What follows belongs to an exercise in optimizing a design on an open flow for small area; a production flow would make more cautious choices.
Function was checked by simulation only, so behaviour that the tests miss may differ from the original.
No activity file was given, so power comes from the tool's default toggle rates.

==> flow/design.v, too long to show whole: its modules and the start of the top module <==
// module twiddle_rom: 911 lines
module twiddle_rom #(
    parameter DATA_WIDTH = 12,
    parameter ADDR_WIDTH = 8
)(
    input  wire                      clk,
    input  wire [ADDR_WIDTH-1:0]     addr_forward,
    input  wire [ADDR_WIDTH-1:0]     addr_backward,
    input  wire [6:0]                addr_pwm,
    output wire [DATA_WIDTH-1:0]     data_forward,
    output wire [DATA_WIDTH-1:0]     data_backward,
    output wire [DATA_WIDTH-1:0]     data_pwm
);
  // ...
==> flow/flow/run.sh <==
#!/bin/bash
# Own flow: the standard layout (standard.sh) with these changes:
#  1. Yosys's ABC call maps the logic with flow/abc_map.script (strash; dch; map -D 1500)
#     instead of ORFS's script, which also buffers and resizes; OpenROAD repairs timing later.
#  2. ADDER_MAP_FILE is empty, so synthesis does not extract half/full adders ahead of ABC.
#  3. Port buffers are sky130_fd_sc_hd__buf_1 (every port still gets one).
# Everything else, including the synthesis script itself, is the standard flow's.
set -euo pipefail
W=$(pwd)
{
  echo "proc abc {args} {"
  echo "  set i [lsearch -exact \$args -script]"
  echo "  if {\$i >= 0} { lset args [expr {\$i + 1}] $W/flow/abc_map.script }"
  echo "  yosys abc {*}\$args"
  echo "}"
  cat "$W/synth_recipe.tcl"
} > "$W/flow_synth.tcl"
bash "$W/standard.sh" "SYNTH_SCRIPT=$W/flow_synth.tcl" "ADDER_MAP_FILE=" \
  "BUFFER_PORTS_ARGS=-buffer_cell sky130_fd_sc_hd__buf_1" finish > "$W/orfs_make.log" 2>&1
==> flow/flow/abc_map.script <==
strash
dch
map -D 1500
topo
==> flow/standard.sh <==
#!/bin/bash
# synth_recipe.tcl (not shown) runs the flow's synth.tcl, then flattens the netlist and writes it again
# the make line also repeats each setting of config.mk as NAME=value (left out here)
make -C /OpenROAD-flow-scripts/flow DESIGN_CONFIG=/design/flow/config.mk WORK_HOME=/design/flow/orfs CLKGATE_MAP_FILE= SYNTH_SCRIPT=/design/flow/synth_recipe.tcl "${@:-finish}"
==> flow/config.mk <==
export PLATFORM = sky130hd
export DESIGN_NAME = twiddle_rom
export DESIGN_NICKNAME = twiddle_rom
export VERILOG_FILES = /design/flow/design.v
export SDC_FILE = /design/flow/constraint.sdc
export NUM_CORES = 4
export LEC_CHECK = 0
export ABC_AREA = 1
export CAP_MARGIN = 20
export CORE_MARGIN = 2
export CORE_UTILIZATION = 40
export GPL_TIMING_DRIVEN = 0
export SETUP_SLACK_MARGIN = 0.05
export SLEW_MARGIN = 20
==> flow/constraint.sdc <==
create_clock -name core_clock -period 5.0 [get_ports {clk}]
set_input_delay 1.0000 -clock core_clock [delete_from_list [all_inputs] [get_ports {clk}]]
set_output_delay 1.0000 -clock core_clock [all_outputs]
set_load 0.01 [all_outputs]
==> key figures, run 1 <==
Status
  – Status: timing/DRC/antenna clean

Run
  – Max-cap viol count: 0

Power and ir drop
  – Combinational Power Share: 0.591
  – P per Cell Area: 194 nW/um^2

Logic synthesis
  – Yosys warnings: 1
  – Synth top area cells: nand2_1 (15%), nor2_1 (12%), dfxtp_1 (9.8%)
  – Mapped Avg Cell Area: about 5.3 sq um

Floorplan
  – Tapcells: 143

Clock tree
  – CTS root buffer: clkbuf_16
  – CTS tree: yes
  – # resized after CTS: 8
  – CTS Buffer Depth: 2
  – Setup Buffers After CTS: 0

Place
  – DP HPWL: 17.4 mm
  – Placed cells: 1098
  – Gpl congestion: 1.09

Hold path
  – Worst Hold Endpoint: ra_f[6]

Global routing
  – GRT Resource Usage Total: 0.360
  – Global route hottest layer: met2
  – Met2 usage: 0.589
  – Initial antenna violation count: 0

Finish
  – Inverters: approximately 120
  – Clock Buffer Count: 4
  – Layout filler cell count: 1223
  – Commonest non-fill, non-tap cell in the layout: nand2_1
  – Final Cell Area: 5300 sq um

Critical path
  – CP Cell Sequence: clkinv_1 -> nand2_1 -> nand2_1 -> nor2_1 -> a211oi_1 -> nand3_1 -> o311ai_0 -> nand4_1 -> nand2_1 -> nor2_1 -> nand3_1 -> o31ai_1 -> buf_1
  – Buf/Inv on CP: 2

Route
  – Drt via density: between 6 and 7
  – # DRC: 0

Timing
  – Final WS setup: 0.222 ns
==> inputs of run 2 (changes only) <==
--- a/flow/config.mk
+++ b/flow/config.mk
@@ -8,7 +8,7 @@
 export ABC_AREA = 1
 export CAP_MARGIN = 20
 export CORE_MARGIN = 2
-export CORE_UTILIZATION = 40
+export CORE_UTILIZATION = 55
 export GPL_TIMING_DRIVEN = 0
 export SETUP_SLACK_MARGIN = 0.05
 export SLEW_MARGIN = 20
==> key figures, run 2 <==
Global routing
  – Global-route wire length before repair: roughly 34 mm
  – Vias in the first global route: 6829
  – Total gr overflow: 0
  – Pin count of the biggest net entering global routing: 30
  – GRT Resource Usage Total: 0.438 (+0.0774)
  – Initial antenna violation count: 0 (unchanged)

Logic synthesis
  – Post-synth cell types: 39
  – Yosys warnings: 1 (unchanged)
  – FFs w/ async S/R, synth: 0
  – Simple-Gate Fraction of Synth Area: 0.407
  – Adder-cell share of the synthesized area: 0
  – EDFF count, synth: 0
  – Post-synthesis mux area share: 0
  – Synth top area cells: nand2_1 (15%), nor2_1 (12%), dfxtp_1 (9.8%)
  – Mapped Avg Cell Area: 5.27 sq um (unchanged)
  – Yosys reg bits: 23
  – Compound-Gate Fraction of Synth Area: 0.349
  – Leading area contributor after synthesis: nand2_1
  – Syn Nets: slightly above 900
  – Synth top cells by count: nand2_1 (191), nor2_1 (151), clkinv_1 (117)
  – Ys flop type: dfxtp_1
  – Synth Cell Area: about 4700 sq um
  – Top-count cell post-synth: nand2_1
  – Post-synth top area share: 0.152
  – Main combinational cell family by area after synthesis: simple AND/OR/NAND/NOR gates
  – Cells after synthesis: 896
  – Sequential element share of the synthesized area: 0.0975
  – XOR/XNOR Fraction of Synth Area: 0.0538

Power and ir drop
  – Clock share of power: 0.135
  – Int Power: 0.434 mW
  – Leakage power: 1.95 nW
  – Switching share of power: 0.549
  – Sequential Power Share: 0.250
  – Max VDD drop: 0.146 mV
  – Switching power total: 0.529 mW
  – P per Cell Area: 185 nW/um^2 (-4.3%)
  – Combinational Power Share: 0.615 (+0.024)
  – Pwr Total: 0.963 mW

Critical path
  – Worst EP arrival: 3.83 ns
  – CP Cell Sequence: clkinv_1 -> nor2_1 -> nand2_1 -> a22oi_1 -> o21a_1 -> nor3b_1 -> nand4_1 -> a21oi_1 -> o21bai_1 -> nand2_1 -> buf_1
  – Kind of start point of the critical path: flip-flop
  – WP depth: 11
  – Slowest CP cell: dfxtp_1
  – Buf/Inv on CP: 2 (unchanged)
  – Worst Setup EP: data_forward[11]
  – Top fanout value on the critical path: 21
  – Slowest cell delay on critical path: 0.92 ns
  – Delay-heaviest family, CP: simple AND/OR/NAND/NOR gates
  – Critical Path End Type: output pin
  – Worst path most repeated cell: nand2_1
  – Required time of the critical path: roughly 4 ns
  – CP startpoint: ra_f[4]
  – Crit path kind: reg -> out

Floorplan
  – Die height: 96.7 microns
  – Die width: 96.7 microns
  – I/O pin cnt: 60
  – Core box area: 8260 sq um
  – Initial Utilization: 0.572
  – # rows: 33
  – Die area: 9340 sq um

Timing
  – Worst-margin pin slew: 0.894 ns
  – Post-route clock period utilization: 0.966
  – RSZ-0062 raised after global routing: yes
  – Final setup TNS: 0 ns
  – Max frequency: 0.207 GHz
  – Slew HR: 0.403
  – Worst hold slack: ~0.8 ns
  – Post-route minimum period: 4.83 ns
  – Max-slew violations: 0
  – Final setup fails: 0
  – Count of final hold-check violations: 0
  – Final WS setup: 0.169 ns (-0.0526 ns)

Route
  – Drt total wl: roughly 21 mm
  – Vias after detailed routing: 7639
  – Drt first pass iters: 14
  – Avg WL per Cell: about 20 microns
  – Routed Antenna Nets: 0
  – Drt via density: 7.17 (+6.6%)
  – M1 WL: roughly 7.5 mm
  – Met3 wire length: between 4 and 5 mm
  – Uppermost layer routed: met5
  – # DRC: 0 (unchanged)
  – 1st-iter DRT viols: 1834
  – Routed wire length on met2: a little over 8 mm

Finish
  – Final net count: 985
  – Commonest non-fill, non-tap cell in the layout: nand2_1
  – Footprint of the multi-input gates: just under 4000 sq um
  – Commonest non-fill, non-tap cells in the layout: nand2_1 (188), nor2_1 (150), clkinv_1 (107), nand3_1 (75), a21oi_1 (74)
  – Share of layout cells above drive strength 1: 0.0396
  – Register area: 478 sq um
  – Util after Layout: 0.630
  – Antenna fix cells: 0
  – Layout filler cell count: 855 (-30%)
  – Layout area overhead: 10.1%
  – Top Registers: ra_b: 8 flops, ra_f: 8 flops, ra_p: 7 flops

Place
  – Gpl congestion: 1.22 (+12%)
  – Worst slack at placement: -0.0922 ns
  – DP HPWL: 15.7 mm (-9.8%)
  – Port Buf Inserts: 59

Clock tree
  – Worst-path clk slew: 0.11 ns
  – CTS tree: yes
  – H-tree depth: 1
  – Sink Count: 23
  – Setup Buffers After CTS: 0 (unchanged)
  – CTS root buffer: clkbuf_8
  – Cts hold-fix bufs: 0
  – CTS Buffer Depth: 2 (unchanged)
  – CTS buffer count: 3

Run
  – Max-cap viol count: 0 (unchanged)

Hold path
  – Tightest Hold Check Type: in -> reg

Status
  – Status: timing/DRC/antenna clean
run 2: worst min-delay path by stage:
stage	startpoint	endpoint	slack, ns	cells after the start
6_report	addr_backward[5]	ra_b[5]	0.80	1
5_1_grt	addr_backward[6]	ra_b[6]	0.79	1
4_1_cts	addr_backward[7]	ra_b[7]	0.80	1
3_5_place_dp	addr_backward[7]	ra_b[7]	1.09	1
3_3_place_gp	addr_backward[0]	ra_b[0]	1.09	1
2_1_floorplan	addr_backward[0]	ra_b[0]	1.03	0
run 2: logic make-up after synthesis:
group,count (synthesis)
compound gates,263
buf+inv,117
xor+xnor,29
flops,23
simple gates,464
run 2: final cells by class:
cell class                      instances  area share
Clock buffer                            3     0.00794
Clock inverter                          1     0.00144
Inverter                              117      0.0898
Multi-Input combinational cell        756       0.740
Sequential cell                        23      0.0919
Tap cell                              105      0.0253
Timing Repair Buffer                   59      0.0426
Timing Repair inverter                  1    0.000963
run 2: power by group through the flow:
stage	Combinational, mW	Clock [mW]	Sequential (mW)
after floorplan	0.395	0	0.223
final	0.593	0.130	0.241
after detailed placement	0.552	0	0.238
after global routing	0.638	0.141	0.242
after CTS	0.555	0.133	0.235
after global placement	0.549	0	0.239
run 2: layer usage:
| layer | vias to the layer above | track usage |
|---|---|---|
| li1 | 3309 | - |
| met1 | 3250 | 0.576 |
| met2 | 829 | 0.631 |
| met3 | 247 | 0.178 |
| met4 | 4 | 0.172 |
| met5 | - | 0.0495 |
run 2: metrics by stage:
stage	instance area, sq um	cells
finish	5200	1065
global route	5200	1065
CTS	5140	1064
detailed placement	5070	1060
global placement	5070	1060
floorplan	4720	896
run 2: what timing repair did:
| action | 4_1_cts | 5_1_grt |
|---|---|---|
| setup endpoints to repair | 13 | 17 |
| cloned | 0 | 1 |
| pin swaps | 0 | 0 |
| gates resized for setup | 8 | 23 |

-- static timing again, ports no longer ideal --
The flow's constraints put no driver on any port. The routed layouts listed below were extracted and timed again, unchanged, in two steps.
Step 1 (the two cells are an assumption about what drives the block):
set clk [get_ports {clk}]
set_driving_cell -lib_cell sky130_fd_sc_hd__clkbuf_16 $clk
set_driving_cell -lib_cell sky130_fd_sc_hd__buf_2 [delete_from_list [all_inputs] $clk]
Step 2 also shifts input and output timing later by t, the mid clock arrival at the registers, as if the neighbouring blocks saw the same clock.
a / b / c = ideal / step 1 / step 2; a / b = the first two.
| run | t, ns | slack for setup (ns) | latest minus earliest clock arrival (ns) | worst data-port slew with drivers (ns) |
|---|---|---|---|---|
| run 1 | 0.293 | 0.222 / 0.185 / 0.478 | 0.011 / 0.011 | 0.04 |
| run 2 | 0.303 | 0.169 / 0.137 / 0.440 | 0.019 / 0.019 | 0.03 |
After both steps every run listed still meets setup and hold.
